Context: an optimization exercise on an open-source flow, tuned for small area. The choices shown serve that exercise and are no tape-out recipe.
The RTL was checked by simulation tests, not by an equivalence proof against the original design.
Power is estimated from default activity; no workload was simulated.

===== design/flow/config.mk =====
export PLATFORM = sky130hd
export DESIGN_NAME = top
export DESIGN_NICKNAME = top
export VERILOG_FILES = /design/flow/design.v
export SDC_FILE = /design/flow/constraint.sdc
export NUM_CORES = 4
export LEC_CHECK = 0
export ABC_AREA = 0
export ABC_CLOCK_PERIOD_IN_PS = 25000
export CAP_MARGIN = 20
export CORE_MARGIN = 2
export CORE_UTILIZATION = 40
export SLEW_MARGIN = 20
export SYNTH_HIERARCHICAL = 1

===== design/flow/constraint.sdc =====
create_clock -name core_clock -period 25.0 [get_ports {sysclk}]
set_input_delay 5.0000 -clock core_clock [delete_from_list [all_inputs] [get_ports {sysclk}]]
set_output_delay 5.0000 -clock core_clock [all_outputs]
set_load 0.01 [all_outputs]

===== design/flow/design.v =====
module rtcClkDivider (
	input rst,
	input [5:0] r,
	input [5:0] q,
	output [5:0] r_next,
	output [5:0] q_next,
	output tick_500Hz,  
	output tick_5s      
);
wire wrap_n = ~(~r[4] & r[3] & r[2] & r[1] & ~r[0]);      
wire r_clr = rst | ~wrap_n;
wire q_clr = rst | (~wrap_n & q[5] & q[2] & q[1] & q[0]);   
wire [5:0] qx;        
wire [6:0] qc;        
wire fbn;
g_xnor2 ufb (.a(r[4]), .b(r[5]), .y(fbn));
g_nor2 ur0 (.a(r_clr), .b(fbn), .y(r_next[0]));
genvar i;
generate for (i = 1; i < 6; i = i + 1) begin : gr
	g_nor2 ur (.a(r_clr), .b(r[i-1]), .y(r_next[i]));
end endgenerate
assign qc[0] = wrap_n;
generate for (i = 0; i < 6; i = i + 1) begin : gq
	if (i % 2 == 0) begin : even
		g_xor2 ux (.a(q[i]), .b(qc[i]), .y(qx[i]));
		if (i < 5) g_nor2b uc (.a(qc[i]), .b_n(q[i]), .y(qc[i+1]));
	end else begin : odd
		g_xnor2 ux (.a(q[i]), .b(qc[i]), .y(qx[i]));
		if (i < 5) g_nand2 uc (.a(qc[i]), .b(q[i]), .y(qc[i+1]));
	end
	g_nor2 ur (.a(q_clr), .b(qx[i]), .y(q_next[i]));
end endgenerate
assign tick_500Hz = !rst && !wrap_n && q[4] && !q[3] && !q[2] && q[1] && q[0];  
assign tick_5s = !rst && r[4] && r[3] && r[2] && r[1] && r[0];  
endmodule
module timekeeper (
	input rst,
	input en,
	input [15:0] ct,
	output [15:0] ct_next
);
wire [16:0] c;    
wire [15:0] xn;   
assign c[0] = en;
genvar i;
generate for (i = 0; i < 16; i = i + 1) begin : g
	if (i % 2 == 0) begin : even
		g_xnor2 ux (.a(ct[i]), .b(c[i]), .y(xn[i]));
		if (i < 15) g_nand2 uc (.a(c[i]), .b(ct[i]), .y(c[i+1]));
	end else begin : odd
		g_xor2 ux (.a(ct[i]), .b(c[i]), .y(xn[i]));
		if (i < 15) g_nor2b uc (.a(c[i]), .b_n(ct[i]), .y(c[i+1]));
	end
	g_nor2 ur (.a(rst), .b(xn[i]), .y(ct_next[i]));
end endgenerate
endmodule
module fa (input a, input b, input c, output s, output co);
	assign s = a ^ b ^ c;
	assign co = (a & b) | (a & c) | (b & c);
endmodule
module ha (input a, input b, output s, output co);
	assign s = a ^ b;
	assign co = a & b;
endmodule
module hasher (
	input [15:0] cur_time,
	input [15:0] student_id,
	input [15:0] h,
	output [15:0] nxt
);
wire [15:0] na = ~(cur_time ^ student_id);
wire s1, c2, s3, c4, s5, c6, s7, c8, s9, c10, s11, c12, s13, c14, s15, c16, s17, c18, s19, c20, s21, c22, s23, c24, s25, c26, s27, c28, s29, c30, s31, c32, c156, c158, s159, c160, c162, s163, c164, c166, s167, c168, s169, c170, c172, s173, c174, s175, c176, s177, c178, s179, c180, s181, c182, s183, c184, s185, c186, s187, c188, s189, c190, s191, c192, s193, c194, s195, c196, s197, c198, s199, c200, s201, c202, s203, c204, s205, c206, s207, c208, s209, c210, s211, c212, s213, c214, s215, c216, s217, c218, s219, c220, s221, c222, s223, c224, s225, c226, s227, c228, s229, c230, s231, c232, s233, c234, s235, c236, s237, c238, s239, c240, s241, c242, s243, c244, s245, c246, s247, c248, s249, c250, s251, c252, s253, c254, s255, c256, s257, c258, s259, c260, s261, c262, s263, c264, s265, c266, s267, c268, s269, c270, s271, c272, s273, c274, s275, c276, s277, c278, s279, c280, s281, c282, s283, c284, s285, c286, s287, c288, s289, c290, s291, c292, s293, c294, s295, c296, s297, c298, s299, c300, s301, c302, s303, c304, s305, c306, s307, c308, s309, c310, s311, c312, s313, c314, s315, c316, s317, c318, s319, c320, s321, c322, s323, c324, s325, c326, s327, c328, s329, c330, s331, c332, s333, c334, s335, c336, s337, c338, s339, c340, s341, c342, s343, c344, s345, c346, s347, c348, s349, c350, s351, c352, s353, c354;
wire p34 = ~(s3 | s1);
wire p35 = ~s5 & s3;
wire p36 = ~(s5 | s3);
wire p37 = ~s7 & s5;
wire p38 = ~(s7 | s5);
wire p39 = ~s9 & s7;
wire p40 = ~(s9 | s7);
wire p41 = ~s11 & s9;
wire p42 = ~(s11 | s9);
wire p43 = ~s13 & s11;
wire p44 = ~(s13 | s11);
wire p45 = ~s15 & s13;
wire p46 = ~(s15 | s13);
wire p47 = ~s17 & s15;
wire p48 = ~(s17 | s15);
wire p49 = ~s19 & s17;
wire p50 = ~(s19 | s17);
wire p51 = ~s21 & s19;
wire p52 = ~(s21 | s19);
wire p53 = ~s23 & s21;
wire p54 = ~(s23 | s21);
wire p55 = ~(s1 | s5);
wire p56 = ~(s1 | s7);
wire p57 = ~(s1 | s9);
wire p58 = ~(s1 | s11);
wire p59 = ~(s1 | s13);
wire p60 = ~(s1 | s15);
wire p61 = ~(s1 | s17);
wire p62 = ~(s1 | s19);
wire p63 = ~(s1 | s21);
wire p64 = ~(s1 | s23);
wire p65 = ~(s1 | s25);
wire p66 = ~(s1 | s27);
wire p67 = ~(s1 | s29);
wire p68 = ~(s1 | s31);
wire p69 = ~(s3 | s7);
wire p70 = ~(s3 | s9);
wire p71 = ~(s3 | s11);
wire p72 = ~(s3 | s13);
wire p73 = ~(s3 | s15);
wire p74 = ~(s3 | s17);
wire p75 = ~(s3 | s19);
wire p76 = ~(s3 | s21);
wire p77 = ~(s3 | s23);
wire p78 = ~(s3 | s25);
wire p79 = ~(s3 | s27);
wire p80 = ~(s3 | s29);
wire p81 = ~(s3 | s31);
wire p82 = ~(s5 | s9);
wire p83 = ~(s5 | s11);
wire p84 = ~(s5 | s13);
wire p85 = ~(s5 | s15);
wire p86 = ~(s5 | s17);
wire p87 = ~(s5 | s19);
wire p88 = ~(s5 | s21);
wire p89 = ~(s5 | s23);
wire p90 = ~(s5 | s25);
wire p91 = ~(s5 | s27);
wire p92 = ~(s5 | s29);
wire p93 = ~(s5 | s31);
wire p94 = ~(s7 | s11);
wire p95 = ~(s7 | s13);
wire p96 = ~(s7 | s15);
wire p97 = ~(s7 | s17);
wire p98 = ~(s7 | s19);
wire p99 = ~(s7 | s21);
wire p100 = ~(s7 | s23);
wire p101 = ~(s7 | s25);
wire p102 = ~(s7 | s27);
wire p103 = ~(s7 | s29);
wire p104 = ~(s7 | s31);
wire p105 = ~(s9 | s13);
wire p106 = ~(s9 | s15);
wire p107 = ~(s9 | s17);
wire p108 = ~(s9 | s19);
wire p109 = ~(s9 | s21);
wire p110 = ~(s9 | s23);
wire p111 = ~(s9 | s25);
wire p112 = ~(s9 | s27);
wire p113 = ~(s9 | s29);
wire p114 = ~(s9 | s31);
wire p115 = ~(s11 | s15);
wire p116 = ~(s11 | s17);
wire p117 = ~(s11 | s19);
wire p118 = ~(s11 | s21);
wire p119 = ~(s11 | s23);
wire p120 = ~(s11 | s25);
wire p121 = ~(s11 | s27);
wire p122 = ~(s11 | s29);
wire p123 = ~(s11 | s31);
wire p124 = ~(s13 | s17);
wire p125 = ~(s13 | s19);
wire p126 = ~(s13 | s21);
wire p127 = ~(s13 | s23);
wire p128 = ~(s13 | s25);
wire p129 = ~(s13 | s27);
wire p130 = ~(s13 | s29);
wire p131 = ~(s13 | s31);
wire p132 = ~(s15 | s19);
wire p133 = ~(s15 | s21);
wire p134 = ~(s15 | s23);
wire p135 = ~(s15 | s25);
wire p136 = ~(s15 | s27);
wire p137 = ~(s15 | s29);
wire p138 = ~(s15 | s31);
wire p139 = ~(s17 | s21);
wire p140 = ~(s17 | s23);
wire p141 = ~(s17 | s25);
wire p142 = ~(s17 | s27);
wire p143 = ~(s17 | s29);
wire p144 = ~(s19 | s23);
wire p145 = ~(s19 | s25);
wire p146 = ~(s19 | s27);
wire p147 = ~(s21 | s25);
wire p148 = c32 & s1;
wire p149 = c32 & s3;
wire p150 = c32 & s5;
wire p151 = c32 & s7;
wire p152 = c32 & s9;
wire p153 = c32 & s11;
wire p154 = c32 & s13;
wire x355 = p54 ^ p147;
wire x356 = x355 ^ p146;
wire x357 = x356 ^ p143;
wire x358 = c344 ^ p154;
wire x359 = x357 ^ p138;
wire x360 = c346 ^ x358;
wire x361 = x359 ^ c348;
wire x362 = x360 ^ x361;
wire x363 = c350 ^ x362;
wire x364 = x363 ^ c352;
wire x365 = x364 ^ c354;
ha u_s1 (.a(na[0]), .b(h[0]), .s(s1), .co(c2));
fa u_s3 (.a(na[1]), .b(h[1]), .c(c2), .s(s3), .co(c4));
fa u_s5 (.a(na[2]), .b(h[2]), .c(c4), .s(s5), .co(c6));
fa u_s7 (.a(na[3]), .b(h[3]), .c(c6), .s(s7), .co(c8));
fa u_s9 (.a(na[4]), .b(h[4]), .c(c8), .s(s9), .co(c10));
fa u_s11 (.a(na[5]), .b(h[5]), .c(c10), .s(s11), .co(c12));
fa u_s13 (.a(na[6]), .b(h[6]), .c(c12), .s(s13), .co(c14));
fa u_s15 (.a(na[7]), .b(h[7]), .c(c14), .s(s15), .co(c16));
fa u_s17 (.a(na[8]), .b(h[8]), .c(c16), .s(s17), .co(c18));
fa u_s19 (.a(na[9]), .b(h[9]), .c(c18), .s(s19), .co(c20));
fa u_s21 (.a(na[10]), .b(h[10]), .c(c20), .s(s21), .co(c22));
fa u_s23 (.a(na[11]), .b(h[11]), .c(c22), .s(s23), .co(c24));
fa u_s25 (.a(na[12]), .b(h[12]), .c(c24), .s(s25), .co(c26));
fa u_s27 (.a(na[13]), .b(h[13]), .c(c26), .s(s27), .co(c28));
fa u_s29 (.a(na[14]), .b(h[14]), .c(c28), .s(s29), .co(c30));
fa u_s31 (.a(na[15]), .b(h[15]), .c(c30), .s(s31), .co(c32));
assign c156 = p34 & p55;
assign c158 = (p35 & c156) | (p35 & p56) | (c156 & p56);
fa u_s159 (.a(p36), .b(p69), .c(p57), .s(s159), .co(c160));
assign c162 = c158 & s159;
fa u_s163 (.a(p37), .b(p70), .c(p58), .s(s163), .co(c164));
assign c166 = (c160 & c162) | (c160 & s163) | (c162 & s163);
fa u_s167 (.a(p38), .b(p82), .c(p71), .s(s167), .co(c168));
fa u_s169 (.a(p59), .b(c164), .c(s167), .s(s169), .co(c170));
assign c172 = c166 & s169;
fa u_s173 (.a(p39), .b(p83), .c(p72), .s(s173), .co(c174));
fa u_s175 (.a(c168), .b(p60), .c(c170), .s(s175), .co(c176));
fa u_s177 (.a(s173), .b(c172), .c(s175), .s(s177), .co(c178));
fa u_s179 (.a(p40), .b(p94), .c(p84), .s(s179), .co(c180));
fa u_s181 (.a(p73), .b(c174), .c(s179), .s(s181), .co(c182));
fa u_s183 (.a(p61), .b(c176), .c(s181), .s(s183), .co(c184));
ha u_s185 (.a(c178), .b(s183), .s(s185), .co(c186));
fa u_s187 (.a(p41), .b(p95), .c(p85), .s(s187), .co(c188));
fa u_s189 (.a(c180), .b(p74), .c(c182), .s(s189), .co(c190));
fa u_s191 (.a(s187), .b(p62), .c(c184), .s(s191), .co(c192));
fa u_s193 (.a(s189), .b(c186), .c(s191), .s(s193), .co(c194));
fa u_s195 (.a(p42), .b(p105), .c(p96), .s(s195), .co(c196));
fa u_s197 (.a(p86), .b(c188), .c(s195), .s(s197), .co(c198));
fa u_s199 (.a(p75), .b(c190), .c(s197), .s(s199), .co(c200));
fa u_s201 (.a(p63), .b(c192), .c(s199), .s(s201), .co(c202));
ha u_s203 (.a(c194), .b(s201), .s(s203), .co(c204));
fa u_s205 (.a(p43), .b(p106), .c(p97), .s(s205), .co(c206));
fa u_s207 (.a(c196), .b(p87), .c(c198), .s(s207), .co(c208));
fa u_s209 (.a(s205), .b(p76), .c(c200), .s(s209), .co(c210));
fa u_s211 (.a(s207), .b(p64), .c(c202), .s(s211), .co(c212));
fa u_s213 (.a(s209), .b(c204), .c(s211), .s(s213), .co(c214));
fa u_s215 (.a(p44), .b(p115), .c(p107), .s(s215), .co(c216));
fa u_s217 (.a(p98), .b(c206), .c(s215), .s(s217), .co(c218));
fa u_s219 (.a(p88), .b(c208), .c(s217), .s(s219), .co(c220));
fa u_s221 (.a(p77), .b(c210), .c(p65), .s(s221), .co(c222));
fa u_s223 (.a(s219), .b(c212), .c(s221), .s(s223), .co(c224));
ha u_s225 (.a(c214), .b(s223), .s(s225), .co(c226));
fa u_s227 (.a(p45), .b(p116), .c(p108), .s(s227), .co(c228));
fa u_s229 (.a(c216), .b(p99), .c(c218), .s(s229), .co(c230));
fa u_s231 (.a(s227), .b(p89), .c(c220), .s(s231), .co(c232));
fa u_s233 (.a(s229), .b(p78), .c(p66), .s(s233), .co(c234));
fa u_s235 (.a(c222), .b(s231), .c(c224), .s(s235), .co(c236));
fa u_s237 (.a(s233), .b(c226), .c(s235), .s(s237), .co(c238));
fa u_s239 (.a(p46), .b(p124), .c(p117), .s(s239), .co(c240));
fa u_s241 (.a(p109), .b(c228), .c(s239), .s(s241), .co(c242));
fa u_s243 (.a(p100), .b(c230), .c(s241), .s(s243), .co(c244));
fa u_s245 (.a(p90), .b(c232), .c(p79), .s(s245), .co(c246));
fa u_s247 (.a(s243), .b(p67), .c(c234), .s(s247), .co(c248));
fa u_s249 (.a(s245), .b(c236), .c(s247), .s(s249), .co(c250));
ha u_s251 (.a(c238), .b(s249), .s(s251), .co(c252));
fa u_s253 (.a(p47), .b(p125), .c(p118), .s(s253), .co(c254));
fa u_s255 (.a(c240), .b(p110), .c(c242), .s(s255), .co(c256));
fa u_s257 (.a(s253), .b(p101), .c(c244), .s(s257), .co(c258));
fa u_s259 (.a(s255), .b(p91), .c(p80), .s(s259), .co(c260));
fa u_s261 (.a(c246), .b(s257), .c(p68), .s(s261), .co(c262));
fa u_s263 (.a(c248), .b(s259), .c(c250), .s(s263), .co(c264));
fa u_s265 (.a(s261), .b(c252), .c(s263), .s(s265), .co(c266));
fa u_s267 (.a(p48), .b(p132), .c(p126), .s(s267), .co(c268));
fa u_s269 (.a(p119), .b(c254), .c(s267), .s(s269), .co(c270));
fa u_s271 (.a(p111), .b(c256), .c(s269), .s(s271), .co(c272));
fa u_s273 (.a(p102), .b(c258), .c(p92), .s(s273), .co(c274));
fa u_s275 (.a(c32), .b(s271), .c(p148), .s(s275), .co(c276));
fa u_s277 (.a(p81), .b(c260), .c(s273), .s(s277), .co(c278));
fa u_s279 (.a(c262), .b(s275), .c(s277), .s(s279), .co(c280));
fa u_s281 (.a(c264), .b(s279), .c(c266), .s(s281), .co(c282));
fa u_s283 (.a(p49), .b(p133), .c(p127), .s(s283), .co(c284));
fa u_s285 (.a(c268), .b(p120), .c(c270), .s(s285), .co(c286));
fa u_s287 (.a(s283), .b(p112), .c(c272), .s(s287), .co(c288));
fa u_s289 (.a(s285), .b(p103), .c(p149), .s(s289), .co(c290));
fa u_s291 (.a(p93), .b(c274), .c(s287), .s(s291), .co(c292));
fa u_s293 (.a(c276), .b(s289), .c(c278), .s(s293), .co(c294));
fa u_s295 (.a(s291), .b(c280), .c(s293), .s(s295), .co(c296));
ha u_s297 (.a(s295), .b(c282), .s(s297), .co(c298));
fa u_s299 (.a(p50), .b(p139), .c(p134), .s(s299), .co(c300));
fa u_s301 (.a(p128), .b(c284), .c(s299), .s(s301), .co(c302));
fa u_s303 (.a(p121), .b(c286), .c(s301), .s(s303), .co(c304));
fa u_s305 (.a(p113), .b(p150), .c(c288), .s(s305), .co(c306));
fa u_s307 (.a(p104), .b(s303), .c(c290), .s(s307), .co(c308));
fa u_s309 (.a(c292), .b(s305), .c(s307), .s(s309), .co(c310));
fa u_s311 (.a(c294), .b(s309), .c(c296), .s(s311), .co(c312));
ha u_s313 (.a(s311), .b(c298), .s(s313), .co(c314));
fa u_s315 (.a(p51), .b(p140), .c(p135), .s(s315), .co(c316));
fa u_s317 (.a(c300), .b(p129), .c(c302), .s(s317), .co(c318));
fa u_s319 (.a(s315), .b(p122), .c(p151), .s(s319), .co(c320));
fa u_s321 (.a(c304), .b(s317), .c(p114), .s(s321), .co(c322));
fa u_s323 (.a(c306), .b(s319), .c(s321), .s(s323), .co(c324));
fa u_s325 (.a(c308), .b(s323), .c(c310), .s(s325), .co(c326));
fa u_s327 (.a(s325), .b(c312), .c(c314), .s(s327), .co(c328));
fa u_s329 (.a(p52), .b(p144), .c(p141), .s(s329), .co(c330));
fa u_s331 (.a(p136), .b(c316), .c(s329), .s(s331), .co(c332));
fa u_s333 (.a(p130), .b(c318), .c(p152), .s(s333), .co(c334));
fa u_s335 (.a(s331), .b(p123), .c(c320), .s(s335), .co(c336));
fa u_s337 (.a(c322), .b(s333), .c(s335), .s(s337), .co(c338));
fa u_s339 (.a(c324), .b(s337), .c(c326), .s(s339), .co(c340));
ha u_s341 (.a(s339), .b(c328), .s(s341), .co(c342));
fa u_s343 (.a(p53), .b(p145), .c(p142), .s(s343), .co(c344));
fa u_s345 (.a(c330), .b(p137), .c(c332), .s(s345), .co(c346));
fa u_s347 (.a(s343), .b(p153), .c(p131), .s(s347), .co(c348));
fa u_s349 (.a(c334), .b(s345), .c(s347), .s(s349), .co(c350));
fa u_s351 (.a(c336), .b(s349), .c(c338), .s(s351), .co(c352));
fa u_s353 (.a(s351), .b(c340), .c(c342), .s(s353), .co(c354));
assign nxt = {x365, s353, s341, s327, s313, s297, s281, s265, s251, s237, s225, s213, s203, s193, s185, s177};
endmodule
module buttonFsm (
	input rst,
	input en,             
	input button,
	input [1:0] state,    
	output [1:0] state_next,
	output stateful_button
);
wire s1 = state[1];
wire u = state[0];
wire hold = ~(en | rst);
assign state_next[1] = (en & button) | (hold & s1);
assign state_next[0] = ~rst & (u ^ (en & s1 & ~button));
assign stateful_button = u ^ (s1 | button);
endmodule
module add3 (input [3:0] d, output [3:0] q);
	wire h1, m, f;
	g_a21oi u1 (.a1(d[2]), .a2(d[1]), .b1(d[3]), .y(h1));
	g_nand2 u2 (.a(d[2]), .b(d[0]), .y(m));
	g_nand2 u3 (.a(h1), .b(m), .y(q[3]));
	g_nor2 u4 (.a(d[0]), .b(h1), .y(f));
	g_xor2 u5 (.a(d[1]), .b(f), .y(q[1]));
	g_xor2 u6 (.a(d[0]), .b(q[3]), .y(q[0]));
	g_a32o u8 (.a1(d[2]), .a2(h1), .a3(m), .b1(d[3]), .b2(d[0]), .y(q[2]));
endmodule
module add3s (input [2:0] d, output [3:0] q);
	wire h1, m, f;
	g_nand2 u1 (.a(d[2]), .b(d[1]), .y(h1));
	g_nand2 u2 (.a(d[2]), .b(d[0]), .y(m));
	g_nand2 u3 (.a(h1), .b(m), .y(q[3]));
	g_nor2 u4 (.a(d[0]), .b(h1), .y(f));
	g_xor2 u5 (.a(d[1]), .b(f), .y(q[1]));
	g_xor2 u6 (.a(d[0]), .b(q[3]), .y(q[0]));
	g_nor3b u7 (.a(d[1]), .b(d[0]), .c_n(d[2]), .y(q[2]));
endmodule
module add3n (input [3:0] d, output [3:0] qn);
	wire h1, m, f;
	g_a21oi u1 (.a1(d[2]), .a2(d[1]), .b1(d[3]), .y(h1));
	g_nand2 u2 (.a(d[2]), .b(d[0]), .y(m));
	g_and2 u3 (.a(h1), .b(m), .y(qn[3]));
	g_nor2 u4 (.a(d[0]), .b(h1), .y(f));
	g_xnor2 u5 (.a(d[1]), .b(f), .y(qn[1]));
	g_xor2 u6 (.a(d[0]), .b(qn[3]), .y(qn[0]));
	g_a32oi u8 (.a1(d[2]), .a2(h1), .a3(m), .b1(d[3]), .b2(d[0]), .y(qn[2]));
endmodule
module add3sn (input [2:0] d, output [3:0] qn);
	wire h1, m, f;
	g_nand2 u1 (.a(d[2]), .b(d[1]), .y(h1));
	g_nand2 u2 (.a(d[2]), .b(d[0]), .y(m));
	g_and2 u3 (.a(h1), .b(m), .y(qn[3]));
	g_nor2 u4 (.a(d[0]), .b(h1), .y(f));
	g_xnor2 u5 (.a(d[1]), .b(f), .y(qn[1]));
	g_xor2 u6 (.a(d[0]), .b(qn[3]), .y(qn[0]));
	g_or3b u7 (.a(d[1]), .b(d[0]), .c_n(d[2]), .y(qn[2]));
endmodule
module b16toBCD (
	input [15:0] to_display,
	input enable,
	output [3:0] D5,
	output [3:0] D4,
	output [3:0] D3,
	output [3:0] D2,
	output [3:0] D1
);
wire b4, b3, b2, b1, b8, b7, b6, b5, b12, b11, b10, b9, b16, b15, b14, b13, b20, b19, b18, b17, b24, b23, b22, b21, b28, b27, b26, b25, b32, b31, b30, b29, b36, b35, b34, b33, b40, b39, b38, b37, b44, b43, b42, b41, b48, b47, b46, b45, b52, b51, b50, b49, b56, b55, b54, b53, b60, b59, b58, b57, b64, b63, b62, b61, b68, b67, b66, b65, b72, b71, b70, b69, b76, b75, b74, b73, b80, b79, b78, b77, b84, b83, b82, b81, b88, b87, b86, b85, b92, b91, b90, b89, b96, b95, b94, b93, b100, b99, b98, b97, b104, b103, b102, b101, b108, b107, b106, b105, b112, b111, b110, b109, b116, b115, b114, b113, b120, b119, b118, b117, b124, b123, b122, b121, b128, b127, b126, b125, b132, b131, b130, b129;
add3s u_b1 (.d({to_display[15], to_display[14], to_display[13]}), .q({b4, b3, b2, b1}));
add3 u_b5 (.d({b3, b2, b1, to_display[12]}), .q({b8, b7, b6, b5}));
add3 u_b9 (.d({b7, b6, b5, to_display[11]}), .q({b12, b11, b10, b9}));
add3 u_b13 (.d({b11, b10, b9, to_display[10]}), .q({b16, b15, b14, b13}));
add3s u_b17 (.d({b4, b8, b12}), .q({b20, b19, b18, b17}));
add3 u_b21 (.d({b15, b14, b13, to_display[9]}), .q({b24, b23, b22, b21}));
add3 u_b25 (.d({b19, b18, b17, b16}), .q({b28, b27, b26, b25}));
add3 u_b29 (.d({b23, b22, b21, to_display[8]}), .q({b32, b31, b30, b29}));
add3 u_b33 (.d({b27, b26, b25, b24}), .q({b36, b35, b34, b33}));
add3 u_b37 (.d({b31, b30, b29, to_display[7]}), .q({b40, b39, b38, b37}));
add3 u_b41 (.d({b35, b34, b33, b32}), .q({b44, b43, b42, b41}));
add3s u_b45 (.d({b20, b28, b36}), .q({b48, b47, b46, b45}));
add3 u_b49 (.d({b39, b38, b37, to_display[6]}), .q({b52, b51, b50, b49}));
add3 u_b53 (.d({b43, b42, b41, b40}), .q({b56, b55, b54, b53}));
add3 u_b57 (.d({b47, b46, b45, b44}), .q({b60, b59, b58, b57}));
add3 u_b61 (.d({b51, b50, b49, to_display[5]}), .q({b64, b63, b62, b61}));
add3 u_b65 (.d({b55, b54, b53, b52}), .q({b68, b67, b66, b65}));
add3 u_b69 (.d({b59, b58, b57, b56}), .q({b72, b71, b70, b69}));
add3 u_b73 (.d({b63, b62, b61, to_display[4]}), .q({b76, b75, b74, b73}));
add3 u_b77 (.d({b67, b66, b65, b64}), .q({b80, b79, b78, b77}));
add3 u_b81 (.d({b71, b70, b69, b68}), .q({b84, b83, b82, b81}));
add3 u_b85 (.d({b75, b74, b73, to_display[3]}), .q({b88, b87, b86, b85}));
add3 u_b89 (.d({b79, b78, b77, b76}), .q({b92, b91, b90, b89}));
add3 u_b93 (.d({b83, b82, b81, b80}), .q({b96, b95, b94, b93}));
add3 u_b97 (.d({b48, b60, b72, b84}), .q({b100, b99, b98, b97}));
add3 u_b101 (.d({b87, b86, b85, to_display[2]}), .q({b104, b103, b102, b101}));
add3 u_b105 (.d({b91, b90, b89, b88}), .q({b108, b107, b106, b105}));
add3 u_b109 (.d({b95, b94, b93, b92}), .q({b112, b111, b110, b109}));
add3 u_b113 (.d({b99, b98, b97, b96}), .q({b116, b115, b114, b113}));
add3n u_b117 (.d({b103, b102, b101, to_display[1]}), .qn({b120, b119, b118, b117}));
add3n u_b121 (.d({b107, b106, b105, b104}), .qn({b124, b123, b122, b121}));
add3n u_b125 (.d({b111, b110, b109, b108}), .qn({b128, b127, b126, b125}));
add3n u_b129 (.d({b115, b114, b113, b112}), .qn({b132, b131, b130, b129}));
assign D1[0] = ~(~to_display[0] & enable);
assign D1[1] = ~(b117 & enable);
assign D1[2] = ~(b118 & enable);
assign D1[3] = ~(b119 & enable);
assign D2[0] = ~(b120 & enable);
assign D2[1] = ~(b121 & enable);
assign D2[2] = ~(b122 & enable);
assign D2[3] = ~(b123 & enable);
assign D3[0] = ~(b124 & enable);
assign D3[1] = ~(b125 & enable);
assign D3[2] = ~(b126 & enable);
assign D3[3] = ~(b127 & enable);
assign D4[0] = ~(b128 & enable);
assign D4[1] = ~(b129 & enable);
assign D4[2] = ~(b130 & enable);
assign D4[3] = ~(b131 & enable);
assign D5[0] = ~(b132 & enable);
assign D5[1] = ~(~b116 & enable);
assign D5[2] = ~(~b100 & enable);
assign D5[3] = ~enable;
endmodule
module top (
	input sysclk,     
	input rst,        
	input button_in,
	input [15:0] student_id,
	output [3:0] D5_out,
	output [3:0] D4_out,
	output [3:0] D3_out,
	output [3:0] D2_out,
	output [3:0] D1_out
);
reg [5:0] r;         
reg [5:0] q;         
reg [15:0] curtime;
reg [15:0] curhash;
reg [1:0] state;
wire tick500;
wire tick5s;
wire [5:0] r_next, q_next;
wire [15:0] time_next;
wire [15:0] hash_next;
wire [1:0] state_next;
wire disp;
rtcClkDivider clkd (
	.rst(rst), .r(r), .q(q), .r_next(r_next), .q_next(q_next),
	.tick_500Hz(tick500), .tick_5s(tick5s)
);
timekeeper timekep (
	.rst(rst), .en(tick5s), .ct(curtime), .ct_next(time_next)
);
hasher hs (
	.cur_time(curtime), .student_id(student_id), .h(curhash), .nxt(hash_next)
);
buttonFsm button (
	.rst(rst), .en(tick500), .button(button_in), .state(state),
	.state_next(state_next), .stateful_button(disp)
);
wire hold;
wire [15:0] hash_d;
g_nor2 uhold (.a(tick5s), .b(rst), .y(hold));
genvar i;
generate for (i = 0; i < 16; i = i + 1) begin : gh
	g_a22o um (.a1(hash_next[i]), .a2(tick5s), .b1(curhash[i]), .b2(hold), .y(hash_d[i]));
end endgenerate
always @(posedge sysclk) begin
	r <= r_next;
	q <= q_next;
	curtime <= time_next;
	curhash <= hash_d;
	state <= state_next;
end
b16toBCD display (
	.to_display(curhash),
	.enable(disp),
	.D5(D5_out),
	.D4(D4_out),
	.D3(D3_out),
	.D2(D2_out),
	.D1(D1_out)
);
endmodule
module g_nand2 (input a, input b, output y); assign y = ~(a & b); endmodule
module g_nor2 (input a, input b, output y); assign y = ~(a | b); endmodule
module g_nor2b (input a, input b_n, output y); assign y = ~a & b_n; endmodule
module g_and2 (input a, input b, output y); assign y = a & b; endmodule
module g_xor2 (input a, input b, output y); assign y = a ^ b; endmodule
module g_xnor2 (input a, input b, output y); assign y = ~(a ^ b); endmodule
module g_a21oi (input a1, input a2, input b1, output y); assign y = ~((a1 & a2) | b1); endmodule
module g_a22o (input a1, input a2, input b1, input b2, output y); assign y = (a1 & a2) | (b1 & b2); endmodule
module g_a22oi (input a1, input a2, input b1, input b2, output y); assign y = ~((a1 & a2) | (b1 & b2)); endmodule
module g_nor3b (input a, input b, input c_n, output y); assign y = ~(a | b | ~c_n); endmodule
module g_or3b (input a, input b, input c_n, output y); assign y = a | b | ~c_n; endmodule
module g_a32o (input a1, input a2, input a3, input b1, input b2, output y); assign y = (a1 & a2 & a3) | (b1 & b2); endmodule
module g_a32oi (input a1, input a2, input a3, input b1, input b2, output y); assign y = ~((a1 & a2 & a3) | (b1 & b2)); endmodule

===== design/flow/flow/run.sh =====
#!/bin/bash
# Standard synthesis, then every combinational cell swapped to its smallest
# size (downsize.tcl), then the standard layout with 1x port buffers.
set -euo pipefail
HERE=$PWD
bash standard.sh synth > synth.log 2>&1
ODB=$HERE/orfs/results/sky130hd/top/base/1_synth.odb openroad -no_init -exit flow/downsize.tcl > downsize.log 2>&1
bash standard.sh BUFFER_PORTS_ARGS="-buffer_cell sky130_fd_sc_hd__buf_1" CTS_ARGS="-sink_clustering_enable -repair_clock_nets -buf_list sky130_fd_sc_hd__clkbuf_8 -root_buf sky130_fd_sc_hd__clkbuf_8 -dont_use_dummy_load" finish > finish.log 2>&1

===== design/flow/flow/downsize.tcl =====
# Swap every combinational cell of the synthesized netlist to the smallest cell
# of the same function (same name but the drive-strength suffix); later repair
# steps upsize or buffer where slew, capacitance or timing need it.
read_db $::env(ODB)
set db [ord::get_db]
set block [ord::get_db_block]
foreach lib [$db getLibs] {
  foreach m [$lib getMasters] {
    set n [$m getName]
    if {[regexp {^(sky130_fd_sc_hd__[a-z0-9]+)_([0-9]+)$} $n -> base drv]} {
      set area [expr {[$m getWidth] * [$m getHeight]}]
      lappend cands($base) [list $m $area $drv]
    }
  }
}
set skip {^sky130_fd_sc_hd__(df|dl|sdf|edf|sedf|conb|tap|fill|decap|clk|probe|buf|dlygate|dlymetal)}
set n 0
foreach inst [$block getInsts] {
  set m [$inst getMaster]
  set name [$m getName]
  if {[regexp $skip $name]} continue
  if {![regexp {^(sky130_fd_sc_hd__[a-z0-9]+)_([0-9]+)$} $name -> base drv]} continue
  set best ""; set barea 0; set bdrv 0
  foreach c $cands($base) {
    lassign $c cm ca cd
    if {$best eq "" || $ca < $barea || ($ca == $barea && $cd > $bdrv)} {
      set best $cm; set barea $ca; set bdrv $cd
    }
  }
  if {$best ne "" && [$best getName] ne $name} {
    puts "swap [$inst getName] $name -> [$best getName]"
    $inst swapMaster $best
    incr n
  }
}
puts "swapped $n cells"
write_db $::env(ODB)

===== design/flow/standard.sh =====
#!/bin/bash
# synth_recipe.tcl (not shown) runs the flow's synth.tcl, then flattens the netlist and writes it again
# the make line also repeats each setting of config.mk as NAME=value (left out here)
make -C /OpenROAD-flow-scripts/flow DESIGN_CONFIG=/design/flow/config.mk WORK_HOME=/design/flow/orfs CLKGATE_MAP_FILE= SYNTH_SCRIPT=/design/flow/synth_recipe.tcl "${@:-finish}"

==> impl_metrics.tcl, run 1 <==
set metrics [dict create \
    status "timing/DRC/antenna clean" \
    setup_violations 0 \
    antenna_found_initial 0 \
    area.sequential_sq_um 921 \
    via_per_inst 5.03 \
    cts-root-buf "clkbuf_8" \
    grt_usage_pct 15.9 \
    post_cts_resized 0 \
    crit_arrival_ps 15980 \
    r2r_start "curtime[0]" \
    crit_path_max_fanout 11 \
    stdcell_area_sq_um 6530 \
    nNetsFinal 840 \
    cts_buffers 5 \
    post-route-min-period_ps 15780 \
    min_period_over_period_pct 63.1 \
    wire_per_inst_um 12.9 \
    synth_area_sq_um 6250 \
    start_kind "input pin" \
    avgSynthCellArea_sq_um 8.92 \
    multi_input_area_sq_um 5090 \
    die_h_um 129 \
    rsz0062_at_grt "false" \
    syn_to_final_growth_pct 4.32 \
    die_area_sq_um 16700 \
    setup.worst_path.end_class "flop" \
    start_util_pct 41.0 \
    drtPass1Iterations 4 \
    instances_no_fill 919 \
    vias 4622 \
    vdd.ir_drop.worst_uv 38.5 \
    setup_tns_ps 0 \
    grt_pass1_wl_um 21900 \
    drive_gt1_share_pct 2.12 \
    startpoint "student_id[0]" \
    reg2reg_setup_slack_ps 13650 \
    fillers 1539 \
    antenna_cells 0 \
    cts_buffer_depth 2 \
    critPathRequiredTime_ps 25200 \
    utilization_pct 42.8 \
    min_path_type "reg -> reg" \
    finalHoldViolCount 0 \
    drc 0 \
    final_max_slew_viol_count 0 \
    max_freq_mhz 63.4 \
    holdWs_ps 425 \
    wl_um 11900 \
    dp_hpwl_um 9640 \
    gp_congestion 0.824 \
    rows 45 \
    rr_worst_depth 32 \
    portBuffers 38 \
    cellPowerDensity_nw_per_um2 58.8 \
    cts-htree-levels 2 \
    worstMarginPinSlew_ps 756 \
    place_inst 914 \
    grt_max_degree 24 \
    core_area_sq_um 15300 \
    critical_path.endpoint "curhash[15]" \
    critPathMaxStageDelay_ps 840 \
    r2r-end "curhash[15]" \
    cp_slowest_cell "fa_1" \
    postCtsHoldBufs 0 \
    io_pins 39 \
    tritoncts "built" \
    critPathMostFrequentCell "fa_1" \
    clk_latency_ps 300 \
    synth_nets 831 \
    cts_sinks 46 \
    place_area_sq_um 6450 \
    skew_ps 22.3 \
    cellLeakagePower_nw 2.99 \
    path_class "in -> reg" \
    grt-ovfl-total 0 \
    slew_headroom_pct 49.6 \
    ant_nets 0 \
    grt_pass1_vias 4815 \
    drv_cap 0 \
    drt_iter0_markers 237 \
    die_width_um 129 \
    yosys_warnings 7 \
    path_clk_slew_ps 90 \
    synth_cells 701 \
    cts_setup_buffers 0 \
]
## layer usage
metal | track usage (%) | part of all wire, % | vias to the layer above
met5 | 0 | 0 | -
met3 | 2.60 | 3.0 | 8
li1 | - | - | 2284
met2 | 28.2 | 50 | 71
met1 | 21.1 | 47 | 2259
met4 | 2.24 | 0.67 | 0
## critical path: cells and delay by family
kind / cells / cell delay, ps
fa+ha+maj: 25 / 9520
xor+xnor: 5 / 1020
compound gates: 1 / 230
simple gates: 1 / 130
buf+inv: 1 / 80
## registers in the layout (all words and copies together) (netlist names)
| register | flops |
|---|---|
| curhash | 16 |
| r | 6 |
| q | 6 |
| curtime | 16 |
| state | 2 |
## worst min path at each step
stage,startpoint,endpoint,slack (ps),depth (start not counted)
6_report,r[2],r[3],420,1
5_1_grt,r[2],r[3],450,1
4_1_cts,r[2],r[3],420,1
3_5_place_dp,r[3],r[4],400,1
3_3_place_gp,r[3],r[4],400,1
2_1_floorplan,r[1],r[2],390,1
## where the power goes
part / internal [mW] / total (mW) / switching, mW / leakage [nW]
clock: 0.0180 / 0.0403 / 0.0222 / 0.0359
combinational: 0.125 / 0.268 / 0.143 / 2.58
sequential: 0.0744 / 0.0756 / 0.00118 / 0.372
## area by class of cell
cell class	count	share of cell area, %
Multi-Input combinational cell	613	78.1
Tap cell	211	4.05
Clock buffer	5	1.05
Inverter	3	0.173
Sequential cell	46	14.1
Timing Repair Buffer	41	2.53
## metrics by stage
stage          setup WS (ps)  total power [mW]
2_1_floorplan           9280             0.373
3_3_place_gp            9080             0.344
3_5_place_dp            8850             0.349
4_1_cts                 9160             0.392
5_1_grt                 8840             0.436
6_report                9220             0.384
## cells in the final DEF, fill, tap and decap left out, types with 2 or more instances in the layout
master    count
fa_1        103
a22o_1       16
ha_1          8
nand2_1      96
nor2_1      163
a21oi_1      30
buf_4         3
o31ai_1       2
buf_1        38
xor2_1       75
a32oi_1       4
nor3b_1       3
nand2b_1      3
and2_1       10
clkbuf_8      5
a32o_1       26
xnor2_1      40
inv_2         3
dfxtp_1      46
nor2b_1      20
==> run 2, diff against run 1 <==
==> design/flow/flow/run.sh (replaced) <==
#!/bin/bash
# Standard synthesis, then every combinational cell swapped to its smallest
# size (downsize.tcl), then the standard layout with 1x port buffers.
set -euo pipefail
HERE=$PWD
bash standard.sh synth > synth.log 2>&1
ODB=$HERE/orfs/results/sky130hd/top/base/1_synth.odb openroad -no_init -exit flow/downsize.tcl > downsize.log 2>&1
bash standard.sh BUFFER_PORTS_ARGS="-buffer_cell sky130_fd_sc_hd__buf_1" CTS_ARGS="-repair_clock_nets -buf_list sky130_fd_sc_hd__clkbuf_16 -root_buf sky130_fd_sc_hd__clkbuf_16 -dont_use_dummy_load" finish > finish.log 2>&1
==> impl_metrics.tcl, run 2 <==
set metrics [dict create \
    syn_to_final_growth_pct 5.22 \
    critPathRequiredTime_ps 25180 \
    crit_family "adder cells" \
    grt_usage_pct 15.9 \
    status "timing/DRC/antenna clean" \
    area.sequential_sq_um 921 \
    multi_input_area_sq_um 5090 \
    core_area_sq_um 15300 \
    dp_hpwl_um 9640 \
    critPathMostFrequentCell "fa_1" \
    antenna_cells 0 \
    layout_common_cells "nor2_1 (163), fa_1 (103), nand2_1 (96)" \
    start_util_pct 41.0 \
    drc 0 \
    post-route-min-period_ps 15800 \
    crit_buf_inv 1 \
    die_width_um 129 \
    cts_setup_buffers 0 \
    via_per_inst 5.03 \
    synth_nets 831 \
    ant_nets 0 \
    setup_tns_ps 0 \
    die_area_sq_um 16700 \
    grt_max_degree 24 \
    crit_arrival_ps 15980 \
    setup_violations 0 \
    slew_headroom_pct 50.0 \
    min_path_type "reg -> reg" \
    synth_area_sq_um 6250 \
    cts_sinks 46 \
    reg.largest.list "curhash x16, curtime x16" \
    crit_path_max_fanout 11 \
    avgSynthCellArea_sq_um 8.92 \
    skew_ps 17.6 \
    grt-ovfl-total 0 \
    vdd.ir_drop.worst_uv 38.4 \
    wl_um 11900 \
    cts_buffers 5 \
    cts-htree-levels 2 \
    cts_buffer_depth 2 \
    fillers 1525 \
    wire_per_inst_um 13.0 \
    drtPass1Iterations 4 \
    drive_gt1_share_pct 2.12 \
    die_h_um 129 \
    cts-root-buf "clkbuf_16" \
    cellLeakagePower_nw 3.01 \
    drv_cap 0 \
    gp_congestion 0.824 \
    final_common_cell "nor2_1" \
    nNetsFinal 840 \
    post_cts_resized 0 \
    max_freq_mhz 63.3 \
    rsz0062_at_grt "false" \
    yosys_warnings 7 \
    path_class "in -> reg" \
    finalHoldViolCount 0 \
    rows 45 \
    io_pins 39 \
    cellPowerDensity_nw_per_um2 61.4 \
    min_period_over_period_pct 63.2 \
    worstMarginPinSlew_ps 750 \
    synth_cells 701 \
    setup.worst_path.end_class "flop" \
    drt_iter0_markers 264 \
    portBuffers 38 \
    postCtsHoldBufs 0 \
    path_clk_slew_ps 60 \
    critPathMaxStageDelay_ps 840 \
    antenna_found_initial 0 \
    clk_latency_ps 290 \
    tritoncts "built" \
    vias 4622 \
    cp_slowest_cell "fa_1" \
    start_kind "input pin" \
    grt_pass1_wl_um 21900 \
    grt_pass1_vias 4823 \
    utilization_pct 43.1 \
    final_max_slew_viol_count 0 \
]
run 2: per-stage QoR:
step | power, mW | std cells | worst slack [ps] | area, sq um | hold slack (ps)
6_report | 0.404 | 919 | 9200 | 6580 | 418
5_1_grt | 0.455 | 919 | 8810 | 6580 | 453
4_1_cts | 0.412 | 919 | 9140 | 6580 | 422
3_5_place_dp | 0.349 | 914 | 8850 | 6450 | 402
3_3_place_gp | 0.344 | 914 | 9080 | 6450 | 396
2_1_floorplan | 0.373 | 701 | 9280 | 6250 | 392
run 2: per-layer routing:
| metal | wire length (um) | vias to the layer above | track usage, % | share of wire (%) |
|---|---|---|---|---|
| li1 | - | 2283 | - | - |
| met1 | 5510 | 2257 | 21.0 | 46 |
| met2 | 5950 | 72 | 28.4 | 50 |
| met3 | 377 | 10 | 2.48 | 3.2 |
| met4 | 89 | 0 | 2.43 | 0.75 |
| met5 | 0 | - | 0 | 0 |
run 2: path summary, 6_finish.rpt:
path	slack [ps]	end	from	cells after the start
max	9200	curhash[15]	student_id[0]	33
min	420	r[4]	r[3]	1
max reg2reg	13650	curhash[15]	curtime[0]	32
min reg2reg	420	r[4]	r[3]	1
run 2: final cells by class:
cell class / instances / area share (%)
Inverter: 3 / 0.171
Timing Repair Buffer: 41 / 2.51
Multi-Input combinational cell: 613 / 77.4
Clock buffer: 5 / 1.90
Sequential cell: 46 / 14.0
Tap cell: 211 / 4.01
run 2: power by group:
part	internal (mW)	leakage [nW]	switching [mW]
Sequential	0.0745	0.372	0.00118
Combinational	0.125	2.58	0.143
Clock	0.0353	0.0616	0.0247
==> run 3, diff against run 2 <==
==> design/flow/flow/run.sh (replaced) <==
#!/bin/bash
# Standard synthesis, then every combinational cell swapped to its smallest
# size (downsize.tcl), then the standard layout with 1x port buffers.
set -euo pipefail
HERE=$PWD
bash standard.sh synth > synth.log 2>&1
ODB=$HERE/orfs/results/sky130hd/top/base/1_synth.odb openroad -no_init -exit flow/downsize.tcl > downsize.log 2>&1
bash standard.sh BUFFER_PORTS_ARGS="-buffer_cell sky130_fd_sc_hd__buf_1" CTS_ARGS="-repair_clock_nets -buf_list sky130_fd_sc_hd__clkbuf_8 -root_buf sky130_fd_sc_hd__clkbuf_8 -dont_use_dummy_load" finish > finish.log 2>&1
==> impl_metrics.tcl, run 3 <==
set metrics [dict create \
    final_common_cell "nor2_1" \
    vdd.ir_drop.worst_uv 38.5 \
    path_class "in -> reg" \
    grt-ovfl-total 0 \
    cts_setup_buffers 0 \
    vias 4622 \
    io_pins 39 \
    drv_cap 0 \
    min_period_over_period_pct 63.1 \
    cts-htree-levels 2 \
    cp_slowest_cell "fa_1" \
    synth_cells 701 \
    max_freq_mhz 63.4 \
    wl_um 11900 \
    reg.largest.list "curhash x16, curtime x16" \
    syn_to_final_growth_pct 4.32 \
    grt_max_degree 24 \
    cts_sinks 46 \
    via_per_inst 5.03 \
    crit_arrival_ps 15980 \
    grt_usage_pct 15.9 \
    cellPowerDensity_nw_per_um2 58.8 \
    setup_tns_ps 0 \
    post_cts_resized 0 \
    core_area_sq_um 15300 \
    cellLeakagePower_nw 2.99 \
    postCtsHoldBufs 0 \
    layout_common_cells "nor2_1 (163), fa_1 (103), nand2_1 (96)" \
    wire_per_inst_um 12.9 \
    drt_iter0_markers 237 \
    nNetsFinal 840 \
    ant_nets 0 \
    crit_path_max_fanout 11 \
    drtPass1Iterations 4 \
    cts-root-buf "clkbuf_8" \
    place_area_sq_um 6450 \
    cts_buffers 5 \
    drive_gt1_share_pct 2.12 \
    setup.worst_path.end_class "flop" \
    skew_ps 22.3 \
    critPathMostFrequentCell "fa_1" \
    tritoncts "built" \
    cts_buffer_depth 2 \
    start_util_pct 41.0 \
    worstMarginPinSlew_ps 756 \
    grt_pass1_vias 4815 \
    gp_congestion 0.824 \
    rows 45 \
    path_clk_slew_ps 90 \
    clk_latency_ps 300 \
    yosys_warnings 7 \
    start_kind "input pin" \
    post-route-min-period_ps 15780 \
    finalHoldViolCount 0 \
    final_max_slew_viol_count 0 \
    rsz0062_at_grt "false" \
    dp_hpwl_um 9640 \
    stdcell_area_sq_um 6530 \
    critPathMaxStageDelay_ps 840 \
    min_path_type "reg -> reg" \
    synth_area_sq_um 6250 \
    avgSynthCellArea_sq_um 8.92 \
    critPathRequiredTime_ps 25200 \
    synth_nets 831 \
    die_h_um 129 \
    portBuffers 38 \
    die_area_sq_um 16700 \
    antenna_found_initial 0 \
    drc 0 \
    status "timing/DRC/antenna clean" \
    die_width_um 129 \
    antenna_cells 0 \
    fillers 1539 \
    slew_headroom_pct 49.6 \
    setup_violations 0 \
    grt_pass1_wl_um 21900 \
    total_power_mw 0.384 \
]
run 3: cell count changes in the layout (fill, tap and decap cells not counted):
cell	before	now
clkbuf_16	5	0
clkbuf_8	0	5
run 3: metal layers:
metal / vias to the layer above / GRT usage, % / part of all wire [%] / wire length [um]
met5: - / 0 / 0 / 0
li1: 2284 / - / - / -
met3: 8 / 2.60 / 3.0 / 357
met1: 2259 / 21.1 / 47 / 5540
met2: 71 / 28.2 / 50 / 5900
met4: 0 / 2.24 / 0.67 / 79
run 3: final timing paths:
check,from,to,slack (ps),cells past startpoint
max reg2reg,curtime[0],curhash[15],13650,32
max,student_id[0],curhash[15],9220,33
min reg2reg,r[2],r[3],420,1
min,r[2],r[3],420,1
run 3: area by class of cell:
class	count	area (sq um)	area share [%]
repair buffers	41	165	2.53
clock buffers	5	68.8	1.05
inverters	3	11.3	0.173
flip-flops and latches	46	921	14.1
multi-input cells	613	5090	78.1
well taps	211	264	4.05
run 3: critical path: cells and delay by family:
kind | cells | cell delay, ps
AOI/OAI and AO/OA | 1 | 230
xor gates and xnor gates | 5 | 1020
adders and majority gates | 25 | 9520
buffers and inverters | 1 | 80
and+or+nand+nor | 1 | 130
run 3: stage by stage:
| step | cells | setup slack [ps] | utilization (%) | hold WS (ps) |
|---|---|---|---|---|
| 2_1_floorplan | 701 | 9280 | - | 392 |
| 3_3_place_gp | 914 | 9080 | 42.3 | 396 |
| 3_5_place_dp | 914 | 8850 | 42.3 | 402 |
| 4_1_cts | 919 | 9160 | 42.7 | 424 |
| 5_1_grt | 919 | 8840 | 42.8 | 451 |
| 6_report | 919 | 9220 | 42.8 | 425 |
run 3: power breakdown:
part / switching [mW] / internal [mW]
clock network: 0.0222 / 0.0180
logic: 0.143 / 0.125
registers: 0.00118 / 0.0744

what the ideal ports hide:
In the flow no input, the clock included, has a driving cell. The finished layouts below were timed again as built, in two steps. Step 1: set_driving_cell puts a clkbuf_16 on sysclk and a buf_2 on each other input, an assumption about the parent block. Step 2 adds t to the input delays and takes it off the output delays; t is the mean of the earliest and latest rising clock arrival at the registers after step 1. Input paths then give back, and output paths get back, about the clock's delay inside the block. Three values: ideal ports, drivers, drivers and shift; two values: the first two.
| run | t, ns | setup slack, ns | worst register clock-pin slew, ns |
|---|---|---|---|
| run 1 | 0.315 | 9.218 / 9.227 / 8.912 | 0.09 / 0.09 |
| run 2 | 0.310 | 9.197 / 9.211 / 8.901 | 0.06 / 0.06 |
| run 3 | 0.315 | 9.218 / 9.227 / 8.912 | 0.09 / 0.09 |
After both steps setup and hold are still met in every run listed.
